Context: an optimization exercise on an open-source flow, tuned for small area and a short achievable clock period. The choices shown serve that exercise and are no tape-out recipe.
Where RTL was checked, it was by simulation tests only, not by an equivalence proof against the original.
For runs 1, 2 and 5, only the layout was checked, not whether the RTL still works.
No activity file was given, so power comes from the tool's default toggle rates.

File: flow/config.mk
export PLATFORM = sky130hd
export DESIGN_NAME = systolic_array
export DESIGN_NICKNAME = systolic_array
export VERILOG_FILES = /design/flow/design.v
export SDC_FILE = /design/flow/constraint.sdc
export NUM_CORES = 4
export LEC_CHECK = 0
export CAP_MARGIN = 20
export CORE_MARGIN = 2
export CORE_UTILIZATION = 40
export SETUP_SLACK_MARGIN = 3.5
export SLEW_MARGIN = 20
export SYNTH_HIERARCHICAL = 1
File: flow/constraint.sdc
create_clock -name core_clock -period 9.0 [get_ports {clk}]
set_input_delay 1.8000 -clock core_clock [delete_from_list [all_inputs] [get_ports {clk}]]
set_output_delay 1.8000 -clock core_clock [all_outputs]
set_load 0.01 [all_outputs]
File: flow/design.v
module mac_add16 (
  input  logic [15:0] x, y,
  output logic [15:0] s,
  output logic        co
);
  wire [15:0] g = x & y;
  wire [15:0] p = x ^ y;
  wire G1_1 = g[1] | (p[1] & g[0]);
  wire P1_1 = p[1] & p[0];
  wire G1_3 = g[3] | (p[3] & g[2]);
  wire P1_3 = p[3] & p[2];
  wire G1_5 = g[5] | (p[5] & g[4]);
  wire P1_5 = p[5] & p[4];
  wire G1_7 = g[7] | (p[7] & g[6]);
  wire P1_7 = p[7] & p[6];
  wire G1_9 = g[9] | (p[9] & g[8]);
  wire P1_9 = p[9] & p[8];
  wire G1_11 = g[11] | (p[11] & g[10]);
  wire P1_11 = p[11] & p[10];
  wire G1_13 = g[13] | (p[13] & g[12]);
  wire P1_13 = p[13] & p[12];
  wire G1_15 = g[15] | (p[15] & g[14]);
  wire P1_15 = p[15] & p[14];
  wire G2_2 = g[2] | (p[2] & G1_1);
  wire P2_2 = p[2] & P1_1;
  wire G2_3 = G1_3 | (P1_3 & G1_1);
  wire P2_3 = P1_3 & P1_1;
  wire G2_6 = g[6] | (p[6] & G1_5);
  wire P2_6 = p[6] & P1_5;
  wire G2_7 = G1_7 | (P1_7 & G1_5);
  wire P2_7 = P1_7 & P1_5;
  wire G2_10 = g[10] | (p[10] & G1_9);
  wire P2_10 = p[10] & P1_9;
  wire G2_11 = G1_11 | (P1_11 & G1_9);
  wire P2_11 = P1_11 & P1_9;
  wire G2_14 = g[14] | (p[14] & G1_13);
  wire P2_14 = p[14] & P1_13;
  wire G2_15 = G1_15 | (P1_15 & G1_13);
  wire P2_15 = P1_15 & P1_13;
  wire G4_4 = g[4] | (p[4] & G2_3);
  wire P4_4 = p[4] & P2_3;
  wire G4_5 = G1_5 | (P1_5 & G2_3);
  wire P4_5 = P1_5 & P2_3;
  wire G4_6 = G2_6 | (P2_6 & G2_3);
  wire P4_6 = P2_6 & P2_3;
  wire G4_7 = G2_7 | (P2_7 & G2_3);
  wire P4_7 = P2_7 & P2_3;
  wire G4_12 = g[12] | (p[12] & G2_11);
  wire P4_12 = p[12] & P2_11;
  wire G4_13 = G1_13 | (P1_13 & G2_11);
  wire P4_13 = P1_13 & P2_11;
  wire G4_14 = G2_14 | (P2_14 & G2_11);
  wire P4_14 = P2_14 & P2_11;
  wire G4_15 = G2_15 | (P2_15 & G2_11);
  wire P4_15 = P2_15 & P2_11;
  wire G8_8 = g[8] | (p[8] & G4_7);
  wire P8_8 = p[8] & P4_7;
  wire G8_9 = G1_9 | (P1_9 & G4_7);
  wire P8_9 = P1_9 & P4_7;
  wire G8_10 = G2_10 | (P2_10 & G4_7);
  wire P8_10 = P2_10 & P4_7;
  wire G8_11 = G2_11 | (P2_11 & G4_7);
  wire P8_11 = P2_11 & P4_7;
  wire G8_12 = G4_12 | (P4_12 & G4_7);
  wire P8_12 = P4_12 & P4_7;
  wire G8_13 = G4_13 | (P4_13 & G4_7);
  wire P8_13 = P4_13 & P4_7;
  wire G8_14 = G4_14 | (P4_14 & G4_7);
  wire P8_14 = P4_14 & P4_7;
  wire G8_15 = G4_15 | (P4_15 & G4_7);
  wire P8_15 = P4_15 & P4_7;
  assign s[0] = p[0];
  assign s[1] = p[1] ^ g[0];
  assign s[2] = p[2] ^ G1_1;
  assign s[3] = p[3] ^ G2_2;
  assign s[4] = p[4] ^ G2_3;
  assign s[5] = p[5] ^ G4_4;
  assign s[6] = p[6] ^ G4_5;
  assign s[7] = p[7] ^ G4_6;
  assign s[8] = p[8] ^ G4_7;
  assign s[9] = p[9] ^ G8_8;
  assign s[10] = p[10] ^ G8_9;
  assign s[11] = p[11] ^ G8_10;
  assign s[12] = p[12] ^ G8_11;
  assign s[13] = p[13] ^ G8_12;
  assign s[14] = p[14] ^ G8_13;
  assign s[15] = p[15] ^ G8_14;
  assign co = G8_15;
endmodule
module mac_hi (
  input  logic [15:0] hi_q,
  input  logic up_q, dn_q,
  output logic [15:0] hi
);
  always_comb begin
    for (int i = 0; i < 16; i++) begin
      hi[i] = hi_q[i] ^ ((up_q & (&(hi_q | (16'hffff << i)))) |
                         (dn_q & ~(|(hi_q & ~(16'hffff << i)))));
    end
  end
endmodule
module mac (
  input  logic clk, rst,
  input  logic clear,
  input  logic [7:0] a,    
  input  logic [7:0] b,    
  output logic [31:0] accumulate
);
  logic [15:0] lo_q, hi_q;
  logic up_q, dn_q;
  logic [15:0] hi;
  mac_hi u_hi (.hi_q, .up_q, .dn_q, .hi);
  assign accumulate = {hi, lo_q};
  wire [15:0] lo = lo_q;
  wire pp1 = a[0] & b[0];
  wire pp2 = a[0] & b[1];
  wire pp3 = a[0] & b[2];
  wire pp4 = a[0] & b[3];
  wire pp5 = a[0] & b[4];
  wire pp6 = a[0] & b[5];
  wire pp7 = a[0] & b[6];
  wire pp8 = ~(a[0] & b[7]);
  wire pp9 = a[1] & b[0];
  wire pp10 = a[1] & b[1];
  wire pp11 = a[1] & b[2];
  wire pp12 = a[1] & b[3];
  wire pp13 = a[1] & b[4];
  wire pp14 = a[1] & b[5];
  wire pp15 = a[1] & b[6];
  wire pp16 = ~(a[1] & b[7]);
  wire pp17 = a[2] & b[0];
  wire pp18 = a[2] & b[1];
  wire pp19 = a[2] & b[2];
  wire pp20 = a[2] & b[3];
  wire pp21 = a[2] & b[4];
  wire pp22 = a[2] & b[5];
  wire pp23 = a[2] & b[6];
  wire pp24 = ~(a[2] & b[7]);
  wire pp25 = a[3] & b[0];
  wire pp26 = a[3] & b[1];
  wire pp27 = a[3] & b[2];
  wire pp28 = a[3] & b[3];
  wire pp29 = a[3] & b[4];
  wire pp30 = a[3] & b[5];
  wire pp31 = a[3] & b[6];
  wire pp32 = ~(a[3] & b[7]);
  wire pp33 = a[4] & b[0];
  wire pp34 = a[4] & b[1];
  wire pp35 = a[4] & b[2];
  wire pp36 = a[4] & b[3];
  wire pp37 = a[4] & b[4];
  wire pp38 = a[4] & b[5];
  wire pp39 = a[4] & b[6];
  wire pp40 = ~(a[4] & b[7]);
  wire pp41 = a[5] & b[0];
  wire pp42 = a[5] & b[1];
  wire pp43 = a[5] & b[2];
  wire pp44 = a[5] & b[3];
  wire pp45 = a[5] & b[4];
  wire pp46 = a[5] & b[5];
  wire pp47 = a[5] & b[6];
  wire pp48 = ~(a[5] & b[7]);
  wire pp49 = a[6] & b[0];
  wire pp50 = a[6] & b[1];
  wire pp51 = a[6] & b[2];
  wire pp52 = a[6] & b[3];
  wire pp53 = a[6] & b[4];
  wire pp54 = a[6] & b[5];
  wire pp55 = a[6] & b[6];
  wire pp56 = ~(a[6] & b[7]);
  wire pp57 = ~(a[7] & b[0]);
  wire pp58 = ~(a[7] & b[1]);
  wire pp59 = ~(a[7] & b[2]);
  wire pp60 = ~(a[7] & b[3]);
  wire pp61 = ~(a[7] & b[4]);
  wire pp62 = ~(a[7] & b[5]);
  wire pp63 = ~(a[7] & b[6]);
  wire pp64 = a[7] & b[7];
  wire s65 = lo[5] ^ pp6;
  wire c66 = lo[5] & pp6;
  wire s67 = lo[6] ^ pp7 ^ pp14;
  wire c68 = (lo[6] & pp7) | (lo[6] & pp14) | (pp7 & pp14);
  wire s69 = pp21 ^ pp28;
  wire c70 = pp21 & pp28;
  wire s71 = lo[7] ^ pp8 ^ pp15;
  wire c72 = (lo[7] & pp8) | (lo[7] & pp15) | (pp8 & pp15);
  wire s73 = pp22 ^ pp29 ^ pp36;
  wire c74 = (pp22 & pp29) | (pp22 & pp36) | (pp29 & pp36);
  wire s75 = pp43 ^ pp50;
  wire c76 = pp43 & pp50;
  wire s77 = 1'b1 ^ lo[8] ^ pp16;
  wire c78 = (1'b1 & lo[8]) | (1'b1 & pp16) | (lo[8] & pp16);
  wire s79 = pp23 ^ pp30 ^ pp37;
  wire c80 = (pp23 & pp30) | (pp23 & pp37) | (pp30 & pp37);
  wire s81 = pp44 ^ pp51 ^ pp58;
  wire c82 = (pp44 & pp51) | (pp44 & pp58) | (pp51 & pp58);
  wire s83 = lo[9] ^ pp24 ^ pp31;
  wire c84 = (lo[9] & pp24) | (lo[9] & pp31) | (pp24 & pp31);
  wire s85 = pp38 ^ pp45 ^ pp52;
  wire c86 = (pp38 & pp45) | (pp38 & pp52) | (pp45 & pp52);
  wire s87 = lo[10] ^ pp32 ^ pp39;
  wire c88 = (lo[10] & pp32) | (lo[10] & pp39) | (pp32 & pp39);
  wire s89 = lo[3] ^ pp4;
  wire c90 = lo[3] & pp4;
  wire s91 = lo[4] ^ pp5 ^ pp12;
  wire c92 = (lo[4] & pp5) | (lo[4] & pp12) | (pp5 & pp12);
  wire s93 = pp19 ^ pp26;
  wire c94 = pp19 & pp26;
  wire s95 = pp13 ^ pp20 ^ pp27;
  wire c96 = (pp13 & pp20) | (pp13 & pp27) | (pp20 & pp27);
  wire s97 = pp34 ^ pp41 ^ s65;
  wire c98 = (pp34 & pp41) | (pp34 & s65) | (pp41 & s65);
  wire s99 = pp35 ^ pp42 ^ pp49;
  wire c100 = (pp35 & pp42) | (pp35 & pp49) | (pp42 & pp49);
  wire s101 = c66 ^ s69 ^ s67;
  wire c102 = (c66 & s69) | (c66 & s67) | (s69 & s67);
  wire s103 = pp57 ^ c70 ^ s75;
  wire c104 = (pp57 & c70) | (pp57 & s75) | (c70 & s75);
  wire s105 = c68 ^ s71 ^ s73;
  wire c106 = (c68 & s71) | (c68 & s73) | (s71 & s73);
  wire s107 = c76 ^ c72 ^ c74;
  wire c108 = (c76 & c72) | (c76 & c74) | (c72 & c74);
  wire s109 = s77 ^ s79 ^ s81;
  wire c110 = (s77 & s79) | (s77 & s81) | (s79 & s81);
  wire s111 = pp59 ^ c78 ^ c80;
  wire c112 = (pp59 & c78) | (pp59 & c80) | (c78 & c80);
  wire s113 = c82 ^ s83 ^ s85;
  wire c114 = (c82 & s83) | (c82 & s85) | (s83 & s85);
  wire s115 = pp46 ^ pp53 ^ pp60;
  wire c116 = (pp46 & pp53) | (pp46 & pp60) | (pp53 & pp60);
  wire s117 = c84 ^ c86 ^ s87;
  wire c118 = (c84 & c86) | (c84 & s87) | (c86 & s87);
  wire s119 = lo[11] ^ pp40 ^ pp47;
  wire c120 = (lo[11] & pp40) | (lo[11] & pp47) | (pp40 & pp47);
  wire s121 = pp54 ^ pp61 ^ c88;
  wire c122 = (pp54 & pp61) | (pp54 & c88) | (pp61 & c88);
  wire s123 = lo[12] ^ pp48 ^ pp55;
  wire c124 = (lo[12] & pp48) | (lo[12] & pp55) | (pp48 & pp55);
  wire s125 = lo[2] ^ pp3;
  wire c126 = lo[2] & pp3;
  wire s127 = pp11 ^ pp18 ^ pp25;
  wire c128 = (pp11 & pp18) | (pp11 & pp25) | (pp18 & pp25);
  wire s129 = pp33 ^ c90 ^ s93;
  wire c130 = (pp33 & c90) | (pp33 & s93) | (c90 & s93);
  wire s131 = c94 ^ c92 ^ s95;
  wire c132 = (c94 & c92) | (c94 & s95) | (c92 & s95);
  wire s133 = c96 ^ s99 ^ c98;
  wire c134 = (c96 & s99) | (c96 & c98) | (s99 & c98);
  wire s135 = c100 ^ s103 ^ c102;
  wire c136 = (c100 & s103) | (c100 & c102) | (s103 & c102);
  wire s137 = c104 ^ c106 ^ s107;
  wire c138 = (c104 & c106) | (c104 & s107) | (c106 & s107);
  wire s139 = c108 ^ c110 ^ s111;
  wire c140 = (c108 & c110) | (c108 & s111) | (c110 & s111);
  wire s141 = s115 ^ c112 ^ c114;
  wire c142 = (s115 & c112) | (s115 & c114) | (c112 & c114);
  wire s143 = c116 ^ s119 ^ c118;
  wire c144 = (c116 & s119) | (c116 & c118) | (s119 & c118);
  wire s145 = pp62 ^ c120 ^ s123;
  wire c146 = (pp62 & c120) | (pp62 & s123) | (c120 & s123);
  wire s147 = lo[13] ^ pp56 ^ pp63;
  wire c148 = (lo[13] & pp56) | (lo[13] & pp63) | (pp56 & pp63);
  wire s149 = lo[1] ^ pp2;
  wire c150 = lo[1] & pp2;
  wire s151 = pp10 ^ pp17 ^ s125;
  wire c152 = (pp10 & pp17) | (pp10 & s125) | (pp17 & s125);
  wire s153 = c126 ^ s89 ^ s127;
  wire c154 = (c126 & s89) | (c126 & s127) | (s89 & s127);
  wire s155 = c128 ^ s91 ^ s129;
  wire c156 = (c128 & s91) | (c128 & s129) | (s91 & s129);
  wire s157 = c130 ^ s97 ^ s131;
  wire c158 = (c130 & s97) | (c130 & s131) | (s97 & s131);
  wire s159 = c132 ^ s101 ^ s133;
  wire c160 = (c132 & s101) | (c132 & s133) | (s101 & s133);
  wire s161 = s105 ^ c134 ^ s135;
  wire c162 = (s105 & c134) | (s105 & s135) | (c134 & s135);
  wire s163 = s109 ^ c136 ^ s137;
  wire c164 = (s109 & c136) | (s109 & s137) | (c136 & s137);
  wire s165 = s113 ^ c138 ^ s139;
  wire c166 = (s113 & c138) | (s113 & s139) | (c138 & s139);
  wire s167 = s117 ^ c140 ^ s141;
  wire c168 = (s117 & c140) | (s117 & s141) | (c140 & s141);
  wire s169 = s121 ^ c142 ^ s143;
  wire c170 = (s121 & c142) | (s121 & s143) | (c142 & s143);
  wire s171 = c122 ^ s145 ^ c144;
  wire c172 = (c122 & s145) | (c122 & c144) | (s145 & c144);
  wire s173 = c124 ^ s147 ^ c146;
  wire c174 = (c124 & s147) | (c124 & c146) | (s147 & c146);
  wire s175 = lo[14] ^ pp64 ^ c148;
  wire c176 = (lo[14] & pp64) | (lo[14] & c148) | (pp64 & c148);
  wire s177 = 1'b1 ^ lo[15];
  wire c178 = 1'b1 & lo[15];
  wire [15:0] ra = {c176, c174, c172, c170, c168, c166, c164, c162, c160, c158, c156, c154, c152, c150, s149, lo[0]};
  wire [15:0] rb = {s177, s175, s173, s171, s169, s167, s165, s163, s161, s159, s157, s155, s153, s151, pp9, pp1};
  wire [15:0] sum;
  wire c16;
  mac_add16 u_add (.x(ra), .y(rb), .s(sum), .co(c16));
  wire t16 = c178;
  always_ff @(posedge clk or posedge rst) begin
    if (rst) begin
      lo_q <= '0;
      hi_q <= '0;
      up_q <= 1'b0;
      dn_q <= 1'b0;
    end else begin
      lo_q <= clear ? 16'd0 : sum;
      hi_q <= clear ? 16'd0 : hi;
      up_q <= ~clear & c16 & t16;
      dn_q <= ~clear & ~c16 & ~t16;
    end
  end
endmodule
module systolic_array #(
  parameter int ROW_DIM = 4
) (
  input logic clk, rst,
  input logic en, clear,
  input logic signed [7:0] row0_in, row1_in, row2_in, row3_in,
  input logic signed [7:0] col0_in, col1_in, col2_in, col3_in,
  output logic signed [31:0] mac00, mac01, mac02, mac03,  
  output logic signed [31:0] mac10, mac11, mac12, mac13,
  output logic signed [31:0] mac20, mac21, mac22, mac23,
  output logic signed [31:0] mac30, mac31, mac32, mac33
);
  logic [7:0] x1 [4], x2 [4], x3 [4];
  logic [3:1] valid;
  logic [7:0] col_in [4];
  assign col_in[0] = col0_in;
  assign col_in[1] = col1_in;
  assign col_in[2] = col2_in;
  assign col_in[3] = col3_in;
  always_ff @(posedge clk or posedge rst) begin
    if (rst) valid <= '0;
    else if (clear) valid <= '0;
    else if (en) valid <= {valid[2:1], 1'b1};
  end
  always_ff @(posedge clk) begin
    if (en) begin
      for (int c = 0; c < 4; c++) begin
        x1[c] <= col_in[c];
        x2[c] <= x1[c];
        x3[c] <= x2[c];
      end
    end
  end
  logic [7:0] b0 [4], b1 [4], b2 [4], b3 [4];
  always_comb begin
    for (int c = 0; c < 4; c++) begin
      b0[c] = col_in[c] & {8{en}};
      b1[c] = x1[c] & {8{en & valid[1]}};
      b2[c] = x2[c] & {8{en & valid[2]}};
      b3[c] = x3[c] & {8{en & valid[3]}};
    end
  end
  mac u00 (.clk, .rst, .clear, .a(row0_in), .b(b0[0]), .accumulate(mac00));
  mac u01 (.clk, .rst, .clear, .a(row1_in), .b(b1[0]),   .accumulate(mac01));
  mac u02 (.clk, .rst, .clear, .a(row2_in), .b(b2[0]),   .accumulate(mac02));
  mac u03 (.clk, .rst, .clear, .a(row3_in), .b(b3[0]),   .accumulate(mac03));
  mac u10 (.clk, .rst, .clear, .a(row0_in), .b(b0[1]), .accumulate(mac10));
  mac u11 (.clk, .rst, .clear, .a(row1_in), .b(b1[1]),   .accumulate(mac11));
  mac u12 (.clk, .rst, .clear, .a(row2_in), .b(b2[1]),   .accumulate(mac12));
  mac u13 (.clk, .rst, .clear, .a(row3_in), .b(b3[1]),   .accumulate(mac13));
  mac u20 (.clk, .rst, .clear, .a(row0_in), .b(b0[2]), .accumulate(mac20));
  mac u21 (.clk, .rst, .clear, .a(row1_in), .b(b1[2]),   .accumulate(mac21));
  mac u22 (.clk, .rst, .clear, .a(row2_in), .b(b2[2]),   .accumulate(mac22));
  mac u23 (.clk, .rst, .clear, .a(row3_in), .b(b3[2]),   .accumulate(mac23));
  mac u30 (.clk, .rst, .clear, .a(row0_in), .b(b0[3]), .accumulate(mac30));
  mac u31 (.clk, .rst, .clear, .a(row1_in), .b(b1[3]),   .accumulate(mac31));
  mac u32 (.clk, .rst, .clear, .a(row2_in), .b(b2[3]),   .accumulate(mac32));
  mac u33 (.clk, .rst, .clear, .a(row3_in), .b(b3[3]),   .accumulate(mac33));
endmodule
File: flow/flow/run.sh
#!/bin/bash
# Standard ORFS layout with three changes:
#  - after the standard synthesis, full adders are re-polarised (flow/fapol.py)
#    to drop most of the inverters Yosys leaves between them;
#  - input ports are buffered with buf_4 (flow/pre_place.tcl) and output
#    ports with buf_1, instead of the default buffer cell.
# Each tool's output goes to a log file of its own in this folder.
set -euo pipefail
R=orfs/results/${FLOW_PLATFORM}/systolic_array/base
bash standard.sh synth > synth.log 2>&1
python3 flow/fapol.py $R/1_2_yosys.v $R/1_2_yosys_pol.v > fapol.log 2>&1
cp $R/1_2_yosys.v 1_2_yosys_std.v
mv $R/1_2_yosys_pol.v $R/1_2_yosys.v
rm -f $R/1_synth.odb $R/1_synth.sdc
export PRE_GLOBAL_PLACE_TCL=$PWD/flow/pre_place.tcl
export BUFFER_PORTS_ARGS="-outputs -buffer_cell sky130_fd_sc_hd__buf_1"
bash standard.sh finish > layout.log 2>&1
File: flow/flow/fapol.py
#!/usr/bin/env python3
"""Re-polarise full adders in a flat sky130hd Yosys netlist.

A full adder is self-dual: FA(~a,~b,~c) = (~sum, ~cout).  Yosys's extract_fa
leaves many inverters between adders; this flips adders (inverting all their
inputs and outputs) where that lowers the number of inverters needed, then
rebuilds the inverters: one per signal that some load needs inverted.
usage: fapol.py IN.v OUT.v"""
import re, sys
from collections import defaultdict

src = open(sys.argv[1]).read()
m = re.search(r'^module\s+(\S+)\s*\((.*?)\);', src, re.S | re.M)
top_ports = set(p.strip() for p in m.group(2).split(','))
inst_re = re.compile(r'^(\s*)(sky130_fd_sc_hd__\w+)\s+(\S+)\s*\((.*?)\);\n', re.S | re.M)
pin_re = re.compile(r'\.(\w+)\(\s*(.*?)\s*\)(?=\s*,|\s*$)', re.S)

OUTS = {'X', 'Y', 'Q', 'Q_N', 'SUM', 'COUT', 'HI', 'LO'}
insts = []          # dicts: type, name, pins(dict), span
for mm in inst_re.finditer(src):
    pins = {k: v.strip() for k, v in pin_re.findall(mm.group(4))}
    insts.append(dict(type=mm.group(2), name=mm.group(3), pins=pins, span=mm.span(), indent=mm.group(1)))

driver = {}
loads = defaultdict(list)   # net -> [(inst_idx, pin)]
for i, c in enumerate(insts):
    for p, n in c['pins'].items():
        if p in OUTS:
            driver[n] = (i, p)
        else:
            loads[n].append((i, p))

def is_inv(c):
    return c['type'] in ('sky130_fd_sc_hd__inv_1', 'sky130_fd_sc_hd__inv_2', 'sky130_fd_sc_hd__clkinv_1')

assigned = set()
for am in re.finditer(r'^\s*assign\s+(.*?)\s*=\s*(.*?);', src, re.M):
    assigned.add(am.group(1).strip()); assigned.add(am.group(2).strip())

def portlike(n):
    base = n.split('[')[0].strip()
    return base in top_ports or n in assigned or base in assigned

# removable inverters: input driven by a non-inverter cell, output not portlike
rem = set()
for i, c in enumerate(insts):
    if is_inv(c):
        a, y = c['pins']['A'], c['pins']['Y']
        d = driver.get(a)
        if d is None or is_inv(insts[d[0]]) or portlike(y) or portlike(a):
            continue
        # keep inverters that feed other inverters (chains) as they are
        if any(is_inv(insts[j]) for j, _ in loads[y]):
            continue
        rem.add(i)

# consumers per root: root = net driven by non-inverter (or anything not removed)
# need list entries: (inst_idx, pin, pol) with pol relative to root
need = defaultdict(list)
for n, ls in list(loads.items()):
    d = driver.get(n)
    if d is not None and d[0] in rem:
        continue   # handled through the inverter below
    for (j, p) in ls:
        if j in rem:
            continue
        need[n].append((j, p, 0))
for i in rem:
    a, y = insts[i]['pins']['A'], insts[i]['pins']['Y']
    for (j, p) in loads[y]:
        need[a].append((j, p, 1))

FA = [i for i, c in enumerate(insts) if c['type'].startswith('sky130_fd_sc_hd__fa_')]
isfa = set(FA)
flip = {i: 0 for i in FA}
for i in FA:
    for p in ('A', 'B', 'CIN'):
        n = insts[i]['pins'][p]
        if n.startswith("1'") or n not in need and driver.get(n) is None:
            flip[i] = None   # constant or undriven input: leave alone

def phys(r):
    d = driver.get(r)
    if d and d[0] in isfa and flip.get(d[0]):
        return 1
    return 0

def root_cost(r):
    ph = phys(r)
    for (j, p, q) in need[r]:
        want = q ^ (flip[j] if j in isfa and flip[j] else 0)
        if want != ph:
            return 1
    return 0

def roots_of(i):
    rs = set()
    c = insts[i]
    for p in ('A', 'B', 'CIN'):
        rs.add(inroot[(i, p)])
    for p in ('SUM', 'COUT'):
        if p in c['pins']:
            rs.add(c['pins'][p])
    return rs

inroot = {}
for r, lst in need.items():
    for (j, p, q) in lst:
        inroot[(j, p)] = r
for i in FA:
    for p in ('A', 'B', 'CIN'):
        if (i, p) not in inroot:
            flip[i] = None

total0 = sum(root_cost(r) for r in need)
improved = True
rounds = 0
while improved and rounds < 50:
    improved = False; rounds += 1
    for i in FA:
        if flip[i] is None:
            continue
        rs = roots_of(i)
        before = sum(root_cost(r) for r in rs)
        flip[i] ^= 1
        after = sum(root_cost(r) for r in rs)
        if after < before:
            improved = True
        else:
            flip[i] ^= 1
# simulated annealing on top of the greedy result
import random, math
rng = random.Random(1)
cand = [i for i in FA if flip[i] is not None]
rootsets = {i: roots_of(i) for i in cand}
cur = sum(root_cost(r) for r in need)
best = cur; best_flip = dict(flip)
T = 2.0
steps = 200 * len(cand)
for step in range(steps):
    i = rng.choice(cand)
    rs = rootsets[i]
    before = sum(root_cost(r) for r in rs)
    flip[i] ^= 1
    d = sum(root_cost(r) for r in rs) - before
    if d <= 0 or rng.random() < math.exp(-d / T):
        cur += d
        if cur < best:
            best = cur; best_flip = dict(flip)
    else:
        flip[i] ^= 1
    T = max(0.05, 2.0 * (1 - step / steps))
flip = best_flip
total1 = sum(root_cost(r) for r in need)
print(f"inverters removable {len(rem)}; roots needing an inverter {total0} -> {total1}; "
      f"flipped {sum(1 for v in flip.values() if v)} of {len(FA)}", file=sys.stderr)

# rebuild: for each root, physical polarity ph; loads wanting ~ph get net inv_<k>
newpins = {i: dict(c['pins']) for i, c in enumerate(insts)}
new_invs = []
k = 0
for r, lst in need.items():
    ph = phys(r)
    wrong = []
    for (j, p, q) in lst:
        if (q ^ (flip[j] if j in isfa and flip[j] else 0)) != ph:
            wrong.append((j, p))
        else:
            newpins[j][p] = r
    if not wrong:
        continue
    k += 1
    nn = f"_fapol_{k}_"
    new_invs.append((f"_fapol_inv_{k}_", r, nn))
    for (j, p) in wrong:
        newpins[j][p] = nn
def esc(n):
    return n + " " if n.startswith("\\") else n

# flipped FA outputs keep their net names (they now carry the complement)
out = []
pos = 0
wires = []
for i, c in enumerate(insts):
    s, e = c['span']
    out.append(src[pos:s]); pos = e
    if i in rem:
        continue
    pins = newpins[i]
    body = ",\n".join(f"{c['indent']}    .{p}({esc(n)})" for p, n in pins.items())
    out.append(f"{c['indent']}{c['type']} {c['name']} (\n{body}\n{c['indent']}  );\n")
out.append(src[pos:])
txt = "".join(out)
decl = "".join(f"  wire {nn};\n" for _, _, nn in new_invs)
cells = "".join(f"  sky130_fd_sc_hd__inv_1 {name} (\n    .A({esc(r)}),\n    .Y({nn})\n  );\n" for name, r, nn in new_invs)
idx = txt.rindex("endmodule")
txt = txt[:idx] + cells + txt[idx:]
# declare wires right after the port list
mm = re.search(r'^module\s+\S+\s*\(.*?\);\n', txt, re.S | re.M)
txt = txt[:mm.end()] + decl + txt[mm.end():]
open(sys.argv[2], 'w').write(txt)
print(f"removed {len(rem)} inverters, added {len(new_invs)}", file=sys.stderr)
File: flow/flow/pre_place.tcl
# Buffer the input ports here with buf_4; global_place.tcl then buffers the
# outputs. The input buffers are marked dont_touch so that the timing-driven
# placement's remove_buffers keeps them.
buffer_ports -inputs -buffer_cell sky130_fd_sc_hd__buf_4
foreach port [get_ports -filter "direction == input"] {
  foreach pin [get_pins -of_objects [get_nets -of_objects $port]] {
    set inst [get_cells -of_objects $pin]
    if {[get_property $inst ref_name] == "sky130_fd_sc_hd__buf_4"} {
      set_dont_touch $inst
    }
  }
}
File: flow/standard.sh
#!/bin/bash
# synth_recipe.tcl (not shown) runs the flow's synth.tcl, then flattens the netlist and writes it again
# the make line also repeats each setting of config.mk as NAME=value (left out here)
make -C /OpenROAD-flow-scripts/flow DESIGN_CONFIG=/design/flow/config.mk WORK_HOME=/design/flow/orfs CLKGATE_MAP_FILE= SYNTH_SCRIPT=/design/flow/synth_recipe.tcl "${@:-finish}"
==> results_dict.tcl, run 1 <==
set metrics [dict create \
    outcome "stopped before the end" \
    syn-cell-area_mm2 0.0631 \
    syn_inst 6035 \
    rows 145 \
    die_x_um 401 \
    synth_nets 7303 \
    synth_area_per_cell_um2 10.5 \
    numPortBuffers 67 \
    error "[ERROR STA-0100] unsupported object type Port." \
    ios 580 \
    yosysWarnings 25 \
    initial_core_util_pct 40.4 \
    die_h_um 401 \
    stop_stage "global placement" \
]
==> run 2: changes to the inputs <==
==> flow/flow/pre_place.tcl (replaced) <==
# Remove synthesis buffers (as the timing-driven placement does) and buffer
# the input ports here with buf_4; global_place.tcl then buffers the outputs.
# The input buffers are marked dont_touch so that the timing-driven
# placement's remove_buffers keeps them.
remove_buffers
buffer_ports -inputs -buffer_cell sky130_fd_sc_hd__buf_4
foreach inst [get_cells -filter "ref_name == sky130_fd_sc_hd__buf_4"] {
  set_dont_touch $inst
}
==> run 2 against run 1 <==
Now clean on timing, DRC and antenna. Synthesized cell count did not move. Area after synthesis did not move.
==> results_dict.tcl, run 2 <==
set metrics [dict create \
    outcome "complete, no violations" \
    cpPeakStageDelay_ps 510 \
    power.leakage_nw 33.5 \
    pre_cts_ws_ps 2070 \
    cts_hold_buf 0 \
    largest_registers "x1: 32 flops, x2: 32 flops, x3: 32 flops" \
    setup_tns_ps 0 \
    numPortBuffers 579 \
    critPathLaunchType "input pin" \
    overflow 0 \
    cts_tree "yes" \
    wl_um 176000 \
    drive_above_1_share_pct 13.4 \
    rows 145 \
    utilization_pct 47.0 \
    post-route-drc-count 0 \
    final_common_cell "fa_1" \
    numCtsBuffers 86 \
    grt_pass1_vias 48900 \
    period_needed_ps 5590 \
    dp_hpwl_um 133000 \
    initial_core_util_pct 40.4 \
    clockBufferDepth 3 \
    slew_headroom_pct 35.0 \
    grt_pass1_wl_um 282000 \
    wl_per_cell_um 20.0 \
    drtPass1Iterations 5 \
    first_iter_violations 2191 \
    synth_area_per_cell_um2 10.5 \
    vdd_drop_max_mv 0.312 \
    worst-path-buf-inv 5 \
    setup_viol 0 \
    rsz0062_at_grt "true" \
    worstPathMaxFanout 8 \
    critPathCaptureType "flip-flop" \
    cap_violations 0 \
    clock_latency_ps 710 \
    max_freq_mhz 179 \
    die-area_mm2 0.161 \
    grt_max_degree 164 \
    hold_path.class "reg2reg" \
    power_density_mw_per_mm2 345 \
    arrival_ps 6200 \
    worst_pin_slew_ps 974 \
    vias 45700 \
    clock_skew_ps 34.2 \
    finalCritPeriodShare_pct 62.1 \
    slew_viol_final 0 \
    h-tree-depth 3 \
    cp_top_family "adder cells" \
    area_delta_synth_final_pct 16.4 \
    yosysWarnings 25 \
    finish.instance_area_mm2 0.0735 \
    viasPerCell 5.20 \
    syn-cell-area_mm2 0.0631 \
    critPathSlowestCell "fa_1" \
    ios 580 \
    synth_nets 7303 \
    die_x_um 401 \
    grt_usage_pct 22.2 \
    setup_slack_ps 3410 \
    cp.required_ps 9610 \
    hold_viol 0 \
    cp_cell_sequence "buf_4 -> buf_16 -> buf_12 -> and3_4 -> buf_4 -> buf_4 -> and2_1 -> ha_1 -> fa_1 -> fa_1 -> fa_1 -> ha_4 -> a21oi_1 -> and2b_4 -> a221o_1 -> a2111oi_2 -> a2111o_1 -> nor2b_1" \
    die_h_um 401 \
    critPathKind "in2reg" \
    layout_common_cells "768 x fa_1, 590 x inv_1, 589 x and2_1" \
    clk_pin_slew_worst_paths_ps 60 \
    fill_cells 14700 \
    dpl_cell_area_mm2 0.0686 \
    ant_nets 0 \
    cts_sinks 643 \
    syn_inst 6035 \
    cts_root_buffer "clkbuf_16" \
    core_mm2 0.156 \
    routabilityCongestion 0.864 \
    nets 7939 \
    antenna_found_initial 3 \
]
-- run 2: per-stage QoR --
step                      std cells  hold slack (ps)  total power [mW]
after floorplan                6035              419              17.1
after detailed placement       8537              435              21.0
after global placement         8536              427              20.8
after global routing           8801              463              27.6
final                          8803              461              25.3
after CTS                      8755              458              25.2
-- run 2: area by class of cell --
| class | instances | area [um^2] | area share [%] |
|---|---|---|---|
| tap | 2058 | 2570 | 3.50 |
| sequential | 643 | 16600 | 22.6 |
| antenna | 3 | 7.51 | 0.0102 |
| clock buffer | 118 | 2470 | 3.37 |
| clock inverter | 41 | 498 | 0.678 |
| inverter | 595 | 2230 | 3.04 |
| timing repair buffer | 715 | 3810 | 5.18 |
| multi-input combinational | 4630 | 45300 | 61.7 |
-- run 2: what timing repair did --
action / in CTS / in global routing
cloned: 9 / 2
endpoints found under the hold margin: 0 / 0
endpoints found under the setup margin: 135 / 58
pin swaps: 50 / 63
gates resized for setup: 103 / 88
buffers inserted: 50 / 43
-- run 2: worst register-to-register path, cell delays in order (launching register included) --
cell and delay [ps]:
dfrtp_1 750, buf_8 250, and3_4 250, nand2_1 100, fa_2 600, inv_1 50
fa_2 330, fa_1 470, fa_1 510, ha_1 330, and3_4 170, and2_4 160
a221o_1 350, a2111oi_2 320, a2111o_1 130, nor2b_1 110
-- run 2: metal layers --
layer  routed length, um  vias up  track usage [%]
met5                   0        -                0
met4                4730        0             5.74
met3               10100      233             4.82
met2               85100     1020             37.0
met1               76200    23400             29.2
li1                    -    21100                -
-- run 2: worst paths after layout --
check,from,endpoint,slack (ps),depth (start not counted)
min in group asynchronous,rst,valid[1],1270,2
worst max register to register,valid[3],u33.lo_q[14],4040,15
worst min register to register,x2[0][0],x3[0][0],460,0
worst max-delay path,en,u33.lo_q[14],3410,18
worst min-delay path,x2[0][0],x3[0][0],460,0
max in group asynchronous,rst,u12.hi_q[7],6740,3
-- run 2: power breakdown --
part / leakage, nW / internal (mW) / switching [mW]
Combinational: 23.8 / 7.78 / 8.68
Sequential: 8.28 / 3.96 / 1.25
Clock: 1.46 / 2.17 / 1.49
==> run 3: changes to the inputs <==
--- a/flow/design.v
+++ b/flow/design.v
@@ -345,27 +345,31 @@
   end
-  logic [7:0] b0 [4], b1 [4], b2 [4], b3 [4];
+  logic [7:0] a0, a1, a2, a3;
+  assign a0 = row0_in & {8{en}};
+  assign a1 = row1_in & {8{en}};
+  assign a2 = row2_in & {8{en}};
+  assign a3 = row3_in & {8{en}};
+  logic [7:0] b1 [4], b2 [4], b3 [4];
   always_comb begin
     for (int c = 0; c < 4; c++) begin
-      b0[c] = col_in[c] & {8{en}};
-      b1[c] = x1[c] & {8{en & valid[1]}};
-      b2[c] = x2[c] & {8{en & valid[2]}};
-      b3[c] = x3[c] & {8{en & valid[3]}};
+      b1[c] = x1[c] & {8{valid[1]}};
+      b2[c] = x2[c] & {8{valid[2]}};
+      b3[c] = x3[c] & {8{valid[3]}};
     end
   end
-  mac u00 (.clk, .rst, .clear, .a(row0_in), .b(b0[0]), .accumulate(mac00));
-  mac u01 (.clk, .rst, .clear, .a(row1_in), .b(b1[0]),   .accumulate(mac01));
-  mac u02 (.clk, .rst, .clear, .a(row2_in), .b(b2[0]),   .accumulate(mac02));
-  mac u03 (.clk, .rst, .clear, .a(row3_in), .b(b3[0]),   .accumulate(mac03));
-  mac u10 (.clk, .rst, .clear, .a(row0_in), .b(b0[1]), .accumulate(mac10));
-  mac u11 (.clk, .rst, .clear, .a(row1_in), .b(b1[1]),   .accumulate(mac11));
-  mac u12 (.clk, .rst, .clear, .a(row2_in), .b(b2[1]),   .accumulate(mac12));
-  mac u13 (.clk, .rst, .clear, .a(row3_in), .b(b3[1]),   .accumulate(mac13));
-  mac u20 (.clk, .rst, .clear, .a(row0_in), .b(b0[2]), .accumulate(mac20));
-  mac u21 (.clk, .rst, .clear, .a(row1_in), .b(b1[2]),   .accumulate(mac21));
-  mac u22 (.clk, .rst, .clear, .a(row2_in), .b(b2[2]),   .accumulate(mac22));
-  mac u23 (.clk, .rst, .clear, .a(row3_in), .b(b3[2]),   .accumulate(mac23));
-  mac u30 (.clk, .rst, .clear, .a(row0_in), .b(b0[3]), .accumulate(mac30));
-  mac u31 (.clk, .rst, .clear, .a(row1_in), .b(b1[3]),   .accumulate(mac31));
-  mac u32 (.clk, .rst, .clear, .a(row2_in), .b(b2[3]),   .accumulate(mac32));
-  mac u33 (.clk, .rst, .clear, .a(row3_in), .b(b3[3]),   .accumulate(mac33));
+  mac u00 (.clk, .rst, .clear, .a(a0), .b(col0_in), .accumulate(mac00));
+  mac u01 (.clk, .rst, .clear, .a(a1), .b(b1[0]),   .accumulate(mac01));
+  mac u02 (.clk, .rst, .clear, .a(a2), .b(b2[0]),   .accumulate(mac02));
+  mac u03 (.clk, .rst, .clear, .a(a3), .b(b3[0]),   .accumulate(mac03));
+  mac u10 (.clk, .rst, .clear, .a(a0), .b(col1_in), .accumulate(mac10));
+  mac u11 (.clk, .rst, .clear, .a(a1), .b(b1[1]),   .accumulate(mac11));
+  mac u12 (.clk, .rst, .clear, .a(a2), .b(b2[1]),   .accumulate(mac12));
+  mac u13 (.clk, .rst, .clear, .a(a3), .b(b3[1]),   .accumulate(mac13));
+  mac u20 (.clk, .rst, .clear, .a(a0), .b(col2_in), .accumulate(mac20));
+  mac u21 (.clk, .rst, .clear, .a(a1), .b(b1[2]),   .accumulate(mac21));
+  mac u22 (.clk, .rst, .clear, .a(a2), .b(b2[2]),   .accumulate(mac22));
+  mac u23 (.clk, .rst, .clear, .a(a3), .b(b3[2]),   .accumulate(mac23));
+  mac u30 (.clk, .rst, .clear, .a(a0), .b(col3_in), .accumulate(mac30));
+  mac u31 (.clk, .rst, .clear, .a(a1), .b(b1[3]),   .accumulate(mac31));
+  mac u32 (.clk, .rst, .clear, .a(a2), .b(b2[3]),   .accumulate(mac32));
+  mac u33 (.clk, .rst, .clear, .a(a3), .b(b3[3]),   .accumulate(mac33));
 endmodule
--- a/flow/config.mk
+++ b/flow/config.mk
@@ -9,3 +9,4 @@
 export CORE_MARGIN = 2
-export CORE_UTILIZATION = 40
+export CORE_UTILIZATION = 60
+export CTS_BUF_LIST = sky130_fd_sc_hd__clkbuf_4 sky130_fd_sc_hd__clkbuf_8
 export SETUP_SLACK_MARGIN = 3.5
==> run 3 against run 2 <==
Synthesized cell count fell by 0.17%. Highest routed layer is now met5. Critical path type unchanged. Largest power group unchanged. Sequential power fell by 1%. Via count rose by 0.73%.
==> results_dict.tcl, run 3 <==
set metrics [dict create \
    cts_sinks 643 \
    critPathCaptureType "flip-flop" \
    grt_pass1_vias 47500 \
    grt_pass1_wl_um 263000 \
    r2r_setup_slack_ps 3680 \
    slew_headroom_pct 28.0 \
    largest_registers "x1: 32 flops, x2: 32 flops, x3: 32 flops" \
    setup_viol 0 \
    clock_skew_ps 47.6 \
    area_delta_synth_final_pct 13.3 \
    critPathSlowestCell "fa_1" \
    layoutNonFillerInstCount 8156 \
    cp.required_ps 9640 \
    critPathKind "in2reg" \
    first_iter_violations 3006 \
    clockBufferDepth 3 \
    hold_ws_ps 433 \
    antenna_found_initial 15 \
    initial_core_util_pct 60.7 \
    rows 118 \
    wl_um 169000 \
    post-route-drc-count 0 \
    utilization_pct 68.8 \
    clock_latency_ps 830 \
    pre_cts_ws_ps 1920 \
    routabilityCongestion 0.903 \
    ios 580 \
    synth_area_per_cell_um2 10.5 \
    clk_pin_slew_worst_paths_ps 70 \
    cpPeakStageDelay_ps 570 \
    outcome "complete, no violations" \
    finish.instance_area_mm2 0.0715 \
    finalCritPeriodShare_pct 61.2 \
    drive_above_1_share_pct 14.4 \
    worstPathMaxFanout 16 \
    numPortBuffers 579 \
    critPathLaunchType "input pin" \
    numCtsBuffers 120 \
    rsz0062_at_grt "true" \
    slew_viol_final 0 \
    dp_hpwl_um 121000 \
    cts_tree "yes" \
    ant_nets 0 \
    setup_tns_ps 0 \
    yosysWarnings 23 \
    hold_path.class "reg2reg" \
    cts_root_buffer "clkbuf_8" \
    wl_per_cell_um 20.8 \
    die-area_mm2 0.108 \
    synth_nets 7293 \
    cp_cell_sequence "buf_4 -> and2_4 -> nand2_1 -> fa_2 -> fa_1 -> inv_1 -> fa_1 -> fa_1 -> ha_4 -> and3_4 -> and2_4 -> a221oi_2 -> nor3_1 -> a2111o_1 -> nor2b_1" \
    period_needed_ps 5510 \
    syn_inst 6025 \
    nets 7934 \
    cap_violations 0 \
    power.total_mw 24.4 \
    core_mm2 0.104 \
    place_inst 7850 \
    die_h_um 328 \
    r2r-start "valid[1]" \
    layout_common_cells "745 x fa_1, 644 x and2_1, 577 x inv_1" \
    h-tree-depth 3 \
    power.leakage_nw 33.0 \
    vias 46100 \
    overflow 0 \
    r2r_end "u21.lo_q[14]" \
    final_common_cell "fa_1" \
    setup_slack_ps 3490 \
    power_density_mw_per_mm2 341 \
    max_freq_mhz 181 \
    endpoint "u21.lo_q[14]" \
    grt_usage_pct 31.2 \
    vdd_drop_max_mv 0.355 \
    dpl_cell_area_mm2 0.0681 \
    viasPerCell 5.65 \
    die_x_um 328 \
    critical_path.most_common_cell "fa_1" \
    crit_start "en" \
    arrival_ps 6150 \
    rr_worst_depth 14 \
    worst_pin_slew_ps 1080 \
    grt_max_degree 173 \
    syn-cell-area_mm2 0.0631 \
    drtPass1Iterations 6 \
    hold_viol 0 \
]
==> run 3: per-layer routing <==
layer / wire length [um] / vias up / global-route usage (%)
met5: 53 / - / 0
li1: - / 21000 / -
met3: 13600 / 319 / 7.42
met1: 68700 / 23300 / 41.1
met2: 81500 / 1423 / 51.1
met4: 5620 / 8 / 9.87
==> run 3: worst min-delay path by stage <==
| stage | cells past startpoint | slack (ps) | start | to |
|---|---|---|---|---|
| after floorplan | 0 | 420 | x1[1][7] | x2[1][7] |
| after global placement | 0 | 420 | x2[2][4] | x3[2][4] |
| after detailed placement | 0 | 430 | x2[0][4] | x3[0][4] |
| after CTS | 0 | 430 | x2[0][1] | x3[0][1] |
| after global routing | 0 | 440 | x2[0][1] | x3[0][1] |
| final | 0 | 430 | x2[0][6] | x3[0][6] |
==> run 3: layout make-up <==
class	count	area [um^2]
Multi-Input combinational cell	4662	45100
Fill cell	8238	32400
Sequential cell	643	16600
Timing Repair Buffer	644	3010
Inverter	595	2230
Clock buffer	173	2210
Tap cell	1380	1730
Clock inverter	47	584
Antenna cell	12	30.0
==> run 3: worst max-delay path: cells and delay by family <==
family                   cells  cell delay (ps)
AO/OA/AOI/OAI                2              670
adder cells (fa/ha/maj)      5             2200
buffers and inverters        2              350
AND/OR/NAND/NOR              6             1090
==> run 3: power breakdown <==
group          switching, mW  internal [mW]  total, mW  leakage (nW)
clock network           1.40           1.96       3.35          1.49
registers               1.20           3.96       5.15          8.28
logic                   8.46           7.44       15.9          23.3
==> run 3: what timing repair did <==
item                       4_1_cts  5_1_grt
hold buffers                     0        0
gates cloned                    15       21
setup endpoints to repair      161       40
setup buffers                    0       38
pin swaps                        9       26
gates resized for setup          8        7
==> run 4: changes to the inputs <==
--- a/flow/flow/run.sh
+++ b/flow/flow/run.sh
@@ -15,2 +15,3 @@
 export PRE_GLOBAL_PLACE_TCL=$PWD/flow/pre_place.tcl
+export POST_GLOBAL_PLACE_TCL=$PWD/flow/post_place.tcl
 export BUFFER_PORTS_ARGS="-outputs -buffer_cell sky130_fd_sc_hd__buf_1"
==> flow/flow/post_place.tcl (new file) <==
# Undo the dont_touch of pre_place.tcl once global placement is done, so that
# later steps treat the input buffers like any other cell.
foreach inst [get_cells -filter "ref_name == sky130_fd_sc_hd__buf_4"] {
  unset_dont_touch $inst
}
--- a/flow/config.mk
+++ b/flow/config.mk
@@ -9,4 +9,3 @@
 export CORE_MARGIN = 2
-export CORE_UTILIZATION = 60
-export CTS_BUF_LIST = sky130_fd_sc_hd__clkbuf_4 sky130_fd_sc_hd__clkbuf_8
+export CORE_UTILIZATION = 40
 export SETUP_SLACK_MARGIN = 3.5
==> run 4 against run 3 <==
Still clean. Via count is essentially flat. Worst setup slack gained 30 ps. First-iteration DRC count grew 0.67%. Critical path depth shrank 1. Core utilization shrank 22 points. Fmax grew 0.54%. Wire length grew 11%. Clock power grew 7.2%. Area after synthesis is the same. Clock skew shrank 12 ps. Sequential share of layout area shrank 0.40 points. Critical path type unchanged.
==> results_dict.tcl, run 4 <==
set metrics [dict create \
    cts_hold_buf 0 \
    hold_ws_ps 437 \
    h-tree-depth 3 \
    wl_met3_um 14400 \
    cpPeakStageDelay_ps 520 \
    power.internal_mw 13.5 \
    wl_um 188000 \
    cp_top_family "adder cells" \
    power.total_mw 24.9 \
    finalCritPeriodShare_pct 60.9 \
    hold_viol 0 \
    wl_met1_um 79200 \
    initial_core_util_pct 40.4 \
    slew_viol_final 0 \
    max_freq_mhz 182 \
    layout_common_cells "744 x fa_1, 644 x and2_1, 577 x inv_1" \
    pwr-share-comb_pct 64.7 \
    clkPwrFrac_pct 14.4 \
    synth_area_per_cell_um2 10.5 \
    antenna_found_initial 10 \
    nets 7905 \
    grt_pass1_vias 48300 \
    critPathSlowestCell "fa_1" \
    ant_nets 0 \
    cp.required_ps 9540 \
    worstPathMaxFanout 26 \
    final_common_cell "fa_1" \
    critPathLaunchType "input pin" \
    cts_tree "yes" \
    clock_skew_ps 36.0 \
    die_h_um 401 \
    setup_tns_ps 0 \
    first_iter_violations 3026 \
    numPortBuffers 579 \
    worst_pin_slew_ps 917 \
    p_seq_share_pct 20.9 \
    syn-cell-area_mm2 0.0631 \
    synth_nets 7293 \
    cp_cell_sequence "buf_16 -> and2_4 -> and2_1 -> fa_1 -> fa_1 -> fa_1 -> fa_1 -> ha_1 -> and3_4 -> and2_4 -> a221oi_4 -> nor3_1 -> a2111o_1 -> nor2b_1" \
    largest_registers "x1: 32 flops, x2: 32 flops, x3: 32 flops" \
    syn_inst 6025 \
    switching_power_mw 11.4 \
    switching_share_pct 45.6 \
    overflow 0 \
    area_delta_synth_final_pct 15.3 \
    post-route-drc-count 0 \
    cts_root_buffer "clkbuf_16" \
    power_density_mw_per_mm2 342 \
    die-area_mm2 0.161 \
    yosysWarnings 23 \
    power.leakage_nw 33.0 \
    setup_viol 0 \
    viasPerCell 5.25 \
    critical_path.most_common_cell "fa_1" \
    critPathKind "in2reg" \
    utilization_pct 46.5 \
    top_layer "met4" \
    clockBufferDepth 3 \
    rsz0062_at_grt "true" \
    dr_wl_met2_um 88500 \
    numCtsBuffers 85 \
    worst-path-buf-inv 1 \
    critPathCaptureType "flip-flop" \
    slew_headroom_pct 38.8 \
    grt_max_degree 157 \
    clock_latency_ps 710 \
    cap_violations 0 \
    clk_pin_slew_worst_paths_ps 60 \
    drive_above_1_share_pct 13.5 \
    grt_usage_pct 23.2 \
    drtPass1Iterations 5 \
    outcome "complete, no violations" \
    dp_hpwl_um 133000 \
    core_mm2 0.156 \
    arrival_ps 6020 \
    rows 145 \
    hold_path.class "reg2reg" \
    vias 46100 \
    die_x_um 401 \
    period_needed_ps 5480 \
    wl_per_cell_um 21.4 \
    grt_pass1_wl_um 290000 \
    ios 580 \
    cts_sinks 643 \
    vdd_drop_max_mv 0.278 \
]
==> run 4: path summary, 6_finish.rpt <==
| path | from | endpoint | slack [ps] | cells past startpoint |
|---|---|---|---|---|
| max | en | u13.lo_q[14] | 3520 | 14 |
| min | x2[1][7] | x3[1][7] | 440 | 0 |
| max reg2reg | valid[3] | u33.lo_q[14] | 3790 | 14 |
| min reg2reg | x2[1][7] | x3[1][7] | 440 | 0 |
| max in group asynchronous | rst | u32.hi_q[9] | 6710 | 3 |
| min in group asynchronous | rst | u31.lo_q[1] | 1280 | 2 |
==> run 4: per-stage QoR <==
| stage | setup slack [ps] | area [um^2] | cells |
|---|---|---|---|
| finish | 3520 | 72800 | 8775 |
| global placement | 2150 | 68900 | 8527 |
| floorplan | 3140 | 64900 | 6025 |
| global route | 3450 | 72800 | 8768 |
| CTS | 3500 | 72500 | 8742 |
| detailed placement | 2070 | 68900 | 8527 |
==> run 4: what timing repair did <==
item                                    4_1_cts  5_1_grt
buffers inserted                             27       15
endpoints found under the setup margin      160       38
cloned                                       31        8
gates resized for setup                       7       14
endpoints found under the hold margin         0        0
pin swaps                                    30       14
==> run 4: power groups by stage <==
stage | registers, mW | logic, mW | clock network (mW)
after global placement | 5.17 | 15.7 | 0
after floorplan | 4.81 | 12.4 | 0
after global routing | 5.34 | 17.9 | 3.80
after detailed placement | 5.21 | 15.9 | 0
after CTS | 5.18 | 16.1 | 3.71
final | 5.19 | 16.1 | 3.59
==> run 4: worst reg2reg max path, stage by stage (launching register included) <==
cell and delay, ps:
dfrtp_1 900, and2_1 550, nand2_2 120, fa_2 580, inv_2 40, fa_2 350
fa_1 480, fa_1 530, ha_1 320, and3_4 170, and2_4 150, a221oi_4 280
nor3_1 90, a2111o_1 380, nor2b_1 130
==> run 4: per-layer routing <==
layer,vias to the layer above,GRT usage [%]
met5,-,0
met4,0,6.24
met3,264,5.73
met2,1283,38.2
met1,23600,30.5
li1,20900,-
==> run 4: area by class of cell <==
| cell class | count | area, um^2 |
|---|---|---|
| diodes | 10 | 25.0 |
| clock buffers | 118 | 2460 |
| clock inverters | 39 | 452 |
| fillers | 14700 | 83600 |
| inverters | 595 | 2230 |
| multi-input cells | 4667 | 45200 |
| flip-flops and latches | 643 | 16600 |
| well taps | 2058 | 2570 |
| repair buffers | 645 | 3220 |
==> run 5: changes to the inputs <==
--- a/flow/design.v
+++ b/flow/design.v
@@ -108,8 +108,9 @@
 );
-  logic [15:0] lo_q, hi_q;
-  logic up_q, dn_q;
-  logic [15:0] hi;
-  mac_hi u_hi (.hi_q, .up_q, .dn_q, .hi);
-  assign accumulate = {hi, lo_q};
-  wire [15:0] lo = lo_q;
+  logic [15:0] s_q, c_q, hi_q;
+  logic dn_q;
+  logic [15:0] lo, hi;
+  logic cy;
+  mac_add16 u_add (.x(s_q), .y(c_q), .s(lo), .co(cy));
+  mac_hi u_hi (.hi_q, .up_q(cy & ~dn_q), .dn_q(dn_q & ~cy), .hi);
+  assign accumulate = {hi, lo};
   wire pp1 = a[0] & b[0];
@@ -294,5 +295,2 @@
   wire [15:0] rb = {s177, s175, s173, s171, s169, s167, s165, s163, s161, s159, s157, s155, s153, s151, pp9, pp1};
-  wire [15:0] sum;
-  wire c16;
-  mac_add16 u_add (.x(ra), .y(rb), .s(sum), .co(c16));
   wire t16 = c178;
@@ -300,11 +298,11 @@
     if (rst) begin
-      lo_q <= '0;
+      s_q <= '0;
+      c_q <= '0;
       hi_q <= '0;
-      up_q <= 1'b0;
       dn_q <= 1'b0;
     end else begin
-      lo_q <= clear ? 16'd0 : sum;
+      s_q <= clear ? 16'd0 : ra;
+      c_q <= clear ? 16'd0 : rb;
       hi_q <= clear ? 16'd0 : hi;
-      up_q <= ~clear & c16 & t16;
-      dn_q <= ~clear & ~c16 & ~t16;
+      dn_q <= ~clear & ~t16;
     end
--- a/flow/flow/run.sh
+++ b/flow/flow/run.sh
@@ -15,3 +15,2 @@
 export PRE_GLOBAL_PLACE_TCL=$PWD/flow/pre_place.tcl
-export POST_GLOBAL_PLACE_TCL=$PWD/flow/post_place.tcl
 export BUFFER_PORTS_ARGS="-outputs -buffer_cell sky130_fd_sc_hd__buf_1"
removed: flow/flow/post_place.tcl
==> run 5 against run 4 <==
Still clean. Non-clock buffer count up 302. Hold slack better by 11 ps. Clock skew down 12 ps. Area after synthesis up 9.9%. Worst setup slack worse by 480 ps. Combinational power down 12%. Register-to-register slack better by 420 ps. Flip-flop and latch count up 224. Via count up 9.1%. Critical path depth down 1. Sequential power up 11%. Global-route usage down 1.9 points. Highest routed layer unchanged.
==> results_dict.tcl, run 5 <==
set metrics [dict create \
    largest_registers "x1: 32 flops, x2: 32 flops, x3: 32 flops" \
    core_mm2 0.172 \
    wl_met3_um 10200 \
    hold_path.class "reg2reg" \
    critPathLaunchType "flip-flop" \
    clk_pin_slew_worst_paths_ps 60 \
    wl_um 189000 \
    nets 8672 \
    syn-cell-area_mm2 0.0694 \
    finish.instance_area_mm2 0.0839 \
    vias 50300 \
    area_delta_synth_final_pct 20.9 \
    antenna_found_initial 6 \
    cp.required_ps 7200 \
    first_iter_violations 2643 \
    power.total_mw 24.5 \
    setup_viol 0 \
    drive_above_1_share_pct 19.9 \
    grt_usage_pct 21.3 \
    ant_nets 0 \
    hold_viol 0 \
    numCtsBuffers 109 \
    setup_tns_ps 0 \
    max_freq_mhz 168 \
    finalCritPeriodShare_pct 66.2 \
    overflow 0 \
    dr_wl_met2_um 93300 \
    h-tree-depth 3 \
    outcome "complete, no violations" \
    grt_pass1_wl_um 295000 \
    vdd_drop_max_mv 0.333 \
    worst_pin_slew_ps 1150 \
    clockBufferDepth 3 \
    wl_met1_um 77200 \
    cap_violations 0 \
    synth_area_per_cell_um2 10.6 \
    syn_inst 6519 \
    critPathKind "reg2out" \
    grt_pass1_vias 53000 \
    arrival_ps 4160 \
    die_h_um 420 \
    clock_skew_ps 23.6 \
    wl_per_cell_um 19.3 \
    viasPerCell 5.13 \
    drtPass1Iterations 5 \
    clock_latency_ps 760 \
    slew_viol_final 0 \
    ios 580 \
    die_x_um 420 \
    top_layer "met4" \
    rows 152 \
    final_common_cell "fa_1" \
    initial_core_util_pct 40.4 \
    slew_headroom_pct 23.4 \
    cts_tree "yes" \
    numPortBuffers 579 \
    worstPathMaxFanout 7 \
    rsz0062_at_grt "true" \
    synth_nets 7787 \
    power_density_mw_per_mm2 292 \
    cts_sinks 867 \
    hold_ws_ps 449 \
    period_needed_ps 5960 \
    critPathCaptureType "output pin" \
    layout_common_cells "815 x fa_1, 771 x dfrtp_1, 724 x and2_1" \
    die-area_mm2 0.177 \
    post-route-drc-count 0 \
    routabilityCongestion 0.846 \
    cts_root_buffer "clkbuf_16" \
    yosysWarnings 23 \
    power.leakage_nw 37.9 \
    grt_max_degree 168 \
    dpl_cell_area_mm2 0.0738 \
    dp_hpwl_um 135000 \
]
## run 5: per-stage QoR
step	std cells	utilization, %	setup WS [ps]
3_5_place_dp	9278	42.9	3250
3_3_place_gp	9278	42.9	3220
2_1_floorplan	6519	-	4020
4_1_cts	9685	47.1	2900
6_report	9807	48.8	3040
5_1_grt	9806	48.8	2820
## run 5: worst paths after layout
path                            start          end  slack [ps]  depth (start not counted)
max                        u12.s_q[0]    mac12[29]        3040                         13
min                          x2[3][7]     x3[3][7]         450                          0
max reg2reg                u22.c_q[0]  u22.c_q[10]        4210                         17
min reg2reg                  x2[3][7]     x3[3][7]         450                          0
max in group asynchronous         rst   u33.c_q[0]        6850                          2
min in group asynchronous         rst     valid[3]        1310                          2
## run 5: final cells by class
class | instances | area (um^2)
timing repair buffer | 947 | 5970
clock buffer | 159 | 3220
fill | 15800 | 88000
clock inverter | 43 | 504
multi-input combinational | 4854 | 46800
tap | 2310 | 2890
sequential | 867 | 22200
antenna | 2 | 5.00
inverter | 625 | 2370
## run 5: where the power goes
group | leakage (nW) | internal [mW] | total, mW | switching [mW]
Combinational | 24.8 | 6.30 | 14.1 | 7.84
Sequential | 11.3 | 4.88 | 5.76 | 0.877
Clock | 1.84 | 2.72 | 4.58 | 1.86
Total | 37.9 | 13.9 | 24.5 | 10.6
## run 5: worst max-delay path: stages, from the launching register on
cell and delay, ps:
dfrtp_1 360, ha_2 190, fa_2 350, a211oi_2 210
o21ai_2 100, a21oi_2 150, o211ai_1 140, a21o_1 230
nor2b_2 140, or4b_4 590, and4b_2 410, a22oi_2 100
xnor2_2 250, buf_2 180
## run 5: timing repair
action	in CTS	in global routing
endpoints found under the setup margin	237	245
gates resized for setup	527	432
pin swaps	320	345
hold buffers	0	0
setup buffers	205	120
## run 5: metal layers
metal | up-vias | global-route usage, %
met2 | 1255 | 35.8
met5 | - | 0
met1 | 25800 | 26.9
met3 | 366 | 4.04
met4 | 0 | 8.58
li1 | 22900 | -

-- what the ideal ports hide --
In the flow no input, the clock included, has a driving cell. The finished layouts below were timed again as built, in two steps. Step 1 sets driving cells, clkbuf_16 on the clock port and buf_2 on the other inputs (assumed; they add their load-dependent delay and slew). Step 2 also shifts input and output timing later by t, the mid clock arrival at the registers, as if the neighbouring blocks saw the same clock. a / b / c = no drivers / after step 1 / after step 2; a / b = the first two.
run	t (ns)	slack for setup (ns)	hold WS [ns]	clock arrival spread, ns	slew at the worst register clock pin (ns)
run 2	0.774	3.413 / 3.315 / 2.541	0.461 / 0.461 / 0.461	0.035 / 0.035	0.07 / 0.07
run 3	0.879	3.489 / 3.227 / 2.348	0.433 / 0.433 / 0.433	0.054 / 0.054	0.08 / 0.08
run 4	0.769	3.518 / 3.276 / 2.507	0.437 / 0.437 / 0.437	0.036 / 0.036	0.07 / 0.07
run 5	0.831	3.040 / 2.960 / 3.355	0.449 / 0.449 / 0.449	0.028 / 0.029	0.07 / 0.07
After both steps every run listed still meets setup and hold. For run 3, which loses most, drivers alone change the setup slack by -0.262 ns; drivers and shift together by -1.141 ns.
